What follows belongs to an exercise in optimizing a design on an open flow for small area; a production flow would make more cautious choices. Where RTL was checked, it was by simulation tests only, not by an equivalence proof against the original. No activity file was given, so power comes from the tool's default toggle rates.

==> inputs of wip/amber <==
==> flow/design.v (excerpt) <==
module DP_project(
    input [1:0] mode,
    input start, cancel, door_close, fill_water, drain_water, in_clk,
    output door_lock, fill_valve, drain_valve, motor_bled,
    output [3:0] mode_led,
    output [2:0] status,
    output [4:0] ps_led,
    output [6:0] lcd_out,
    output [7:0] lcd_an
    );
    localparam IDLE = 3'd0, READY = 3'd1, WASH = 3'd2, RINSE = 3'd3, SPIN = 3'd4;
    reg [3:0] c;
    reg [1:0] dd;
    reg       fp;        
    wire c10  = (c == 4'd10);
    wire tick = c10 && !dd[0];
    always @(posedge in_clk) begin
        if (cancel) begin
            c  <= 4'd0;
            dd <= 2'd0;
        end else if (c10) begin
            c  <= 4'd1;
            dd <= dd + 1'b1;
        end else
            c  <= c + 1'b1;
    end
    reg [2:0]  ps;
    reg [1:0]  step;
    reg        e;        
    reg        motor;
    reg [1:0]  ml;       
    reg [7:0]  r;        
    reg [4:0]  d;
    wire st_idle  = (ps == IDLE);
    wire st_ready = (ps == READY);
  ...
clock: 15.0 ns
lec_check: 0
cap_margin: 20
core_margin: 2
core_utilization: 40
place_density: 0.6
slew_margin: 20
standard.sh (not shown) runs the stock make flow with config.mk's settings and CLKGATE_MAP_FILE= SYNTH_SCRIPT=/design/flow/synth_recipe.tcl, a recipe that flattens the netlist after the stock synthesis.
==> flow/flow/run.sh <==
#!/bin/bash
bash standard.sh > standard_sh.log 2>&1
==> wip/garnet: changes against wip/amber <==
--- a/flow/design.v
+++ b/flow/design.v
@@ -4,30 +4,30 @@
     output door_lock, fill_valve, drain_valve, motor_bled,
     output [3:0] mode_led,
     output [2:0] status,
     output [4:0] ps_led,
     output [6:0] lcd_out,
     output [7:0] lcd_an
     );
     localparam IDLE = 3'd0, READY = 3'd1, WASH = 3'd2, RINSE = 3'd3, SPIN = 3'd4;
-    reg [3:0] c;
-    reg [1:0] dd;
+    reg [3:0] k;
+    reg [1:0] s;
     reg       fp;        
-    wire c10  = (c == 4'd10);
-    wire tick = c10 && !dd[0];
+    wire k9   = k[3] && k[0];
+    wire tick = k[3] && !k[0] && !s[0];
     always @(posedge in_clk) begin
         if (cancel) begin
-            c  <= 4'd0;
-            dd <= 2'd0;
-        end else if (c10) begin
-            c  <= 4'd1;
-            dd <= dd + 1'b1;
+            k <= 4'd8;
+            s <= 2'd3;
+        end else if (k9) begin
+            k <= 4'd0;
+            s <= s + 1'b1;
         end else
-            c  <= c + 1'b1;
+            k <= k + 1'b1;
     end
     reg [2:0]  ps;
     reg [1:0]  step;
     reg        e;        
     reg        motor;
     reg [1:0]  ml;       
     reg [7:0]  r;        
     reg [4:0]  d;
@@ -63,20 +63,20 @@
             ps <= IDLE;
             step <= 2'b10;
             e <= 1'b0;
             motor <= 1'b0;
             ml <= 2'd0;
             r <= 8'd0;
             d <= 5'd0;
         end else if (tick) begin
-            if (!motor || done || r == 8'd249)
+            if (!motor || done || r == 8'd236)
                 r <= 8'd0;
             else
-                r <= r + 1'b1;
+                r <= {r[6:0], ~(r[7] ^ r[5] ^ r[4] ^ r[3])};
             if (st_idle)
                 d <= dload;
             else if (motor && r0)
                 d <= ddec;
             case (ps)
                 IDLE: begin
                     if (start && door_close) begin
                         ps <= READY;
@@ -151,73 +151,43 @@
         else if (st_rinse)
             psl = e ? 5'b01000 : (ml == 2'd2 ? 5'b00010 : 5'b00100);
         else
             psl = e ? 5'b10000 : (ml == 2'd3 ? 5'b00010 : 5'b01000);
     end
     assign ps_led = psl;
     wire       ten  = d[4] && !d[3];
     wire [3:0] unit = {d[3] && !d[4], d[2:0] & {3{!(d[4] && d[3])}}};
-    reg [3:0] ustore;    
+    reg [3:0] ur;        
     reg       tb;        
-    reg       tstore;    
+    reg       tr;        
+    wire s0 = (s == 2'd0);
+    wire at00 = s0 && (k == 4'd0);
+    wire at08 = tick && !s[1];
+    wire at11 = (s == 2'd1) && (k == 4'd1);
     always @(posedge in_clk) begin
         if (cancel) begin
-            ustore <= 4'd0;
+            ur <= 4'd0;
             tb <= 1'b0;
-            tstore <= 1'b0;
+            tr <= 1'b0;
             fp <= 1'b1;
-        end else if (tick) begin
-            if (!dd[1]) begin
-                ustore <= unit;
+        end else begin
+            if (at00)
+                ur <= unit;
+            if (at08)
                 tb <= ten;
-            end else begin
-                tstore <= ten;
+            if (at11) begin
+                tr <= ten;
                 fp <= 1'b0;
             end
         end
     end
-    reg [3:0] dig;
-    reg       blank;
-    reg [1:0] an;
-    always @(*) begin
-        blank = 1'b0;
-        dig = 4'd0;
-        an = 2'b01;
-        if (c == 4'd0) begin
-            blank = 1'b1;
-            an = 2'b11;
-        end else case (dd)
-            2'd0: begin
-                an = 2'b10;
-                if (c == 4'd1) begin
-                    blank = fp;
-                    dig = {3'b000, tstore};
-                    an = fp ? 2'b10 : 2'b01;
-                end else if (c == 4'd2)
-                    dig = ustore;
-                else
-                    dig = unit;
-            end
-            2'd1: begin
-                if (c == 4'd1) begin
-                    dig = ustore;
-                    an = 2'b10;
-                end else if (c == 4'd2) begin
-                    blank = fp;
-                    dig = {3'b000, tstore};
-                end else if (c == 4'd3)
-                    dig = {3'b000, tb};
-                else
-                    dig = {3'b000, ten};
-            end
-            2'd2: dig = {3'b000, ten};
-            default: dig = {3'b000, tstore};
-        endcase
-    end
+    wire       blank = fp && ((s == 2'd3) || ((s == 2'd1) && (k == 4'd0)));
+    wire [3:0] dig = s0 ? ur : {3'b000, at11 ? tb : tr};
+    wire [1:0] an = {s0 || (fp && s == 2'd3), !(s0 || (fp && s == 2'd3 && k[0]))};
     reg [6:0] seg;
     always @(*) begin
         case (dig)
             4'd0: seg = 7'b1000000;
             4'd1: seg = 7'b1111001;
             4'd2: seg = 7'b0100100;
             4'd3: seg = 7'b0110000;
             4'd4: seg = 7'b0011001;
==> flow/flow/run.sh (replaced) <==
#!/bin/bash
set -euo pipefail
here=$(pwd)
export MY_ABC_SCRIPT=$here/flow/area.abc
args=(ADDER_MAP_FILE= SYNTH_SCRIPT=$here/flow/my_synth.tcl "BUFFER_PORTS_ARGS=-buffer_cell sky130_fd_sc_hd__buf_1")
bash standard.sh "${args[@]}" synth > synth.log 2>&1
bash standard.sh "${args[@]}" finish > finish.log 2>&1
==> flow/flow/area.abc (new file) <==
strash
&get -n
&deepsyn -T 30
&put
strash
dch -f
amap
topo
==> flow/flow/my_synth.tcl (new file) <==
# The standard flow's synthesis (synth_recipe.tcl) with one change: the final abc
# mapping runs an area-oriented script (flow/area.abc) in place of the
# platform's.
proc synth {args} { yosys synth -nofsm -noshare {*}$args }
proc abc {args} {
  set i [lsearch -exact $args -script]
  if {$i >= 0} {
    set args [lreplace $args [expr {$i+1}] [expr {$i+1}] $::env(MY_ABC_SCRIPT)]
  }
  yosys abc {*}$args
}
source $::env(SCRIPTS_DIR)/synth.tcl
# left out here: clear keep_hierarchy, flatten, clean up, hide names made inside functions, write 1_2_yosys.v
==> flow/config.mk (replaced) <==
export PLATFORM = sky130hd
export DESIGN_NAME = DP_project
export DESIGN_NICKNAME = DP_project
export VERILOG_FILES = /design/flow/design.v
export SDC_FILE = /design/flow/constraint.sdc
export NUM_CORES = 4
export LEC_CHECK = 0
export ABC_AREA = 1
export CAP_MARGIN = 20
export CORE_MARGIN = 2
export CORE_UTILIZATION = 40
export CTS_BUF_LIST = sky130_fd_sc_hd__clkbuf_16
export CTS_CLUSTER_DIAMETER = 200
export CTS_CLUSTER_SIZE = 50
export PLACE_DENSITY = 0.6
export SLEW_MARGIN = 20
==> comparison <==
Between wip/garnet and wip/amber, the lower utilization is in wip/garnet (gap 0.87 points).
Worst hold slack: wip/amber is higher than wip/garnet (9.3 ps).
wip/amber completed without violations. wip/garnet went through all stages and came out clean.
Against wip/amber, the synthesized cell count of wip/garnet is lower by about 32%.
In wip/garnet the combinational power is lower than in wip/amber, by about 44%.
Of wip/garnet and wip/amber, wip/garnet has the higher clock power (gap 10%, measured against wip/amber).
For wip/garnet, only the layout was checked, not whether the RTL still works.

## re-timing with driven ports
No port has a modelled driver above. Below, the same layouts with a new extraction and two added sets of constraints. Step 1, drivers: a clkbuf_16 drives in_clk and a buf_2 each remaining input, both assumed. Step 2 moves the port delays by t, midway between the first and last clock arrival at a register: inputs arrive t later, outputs are due t later. That takes back most of the time a late clock gives input paths. a / b / c = ideal / step 1 / step 2; a / b = the first two.
run | shift t [ns] | slack for setup (ns) | latest minus earliest clock arrival (ns) | slew at the worst register clock pin (ns) | worst data-port slew with drivers (ns)
wip/amber | 0.311 | 8.796 / 8.767 / 9.078 | 0.005 / 0.006 | 0.08 / 0.08 | 0.03
wip/garnet | 0.305 | 9.591 / 9.559 / 9.864 | 0.006 / 0.006 | 0.05 / 0.05 | 0.03
After both steps setup and hold are still met in every run listed.
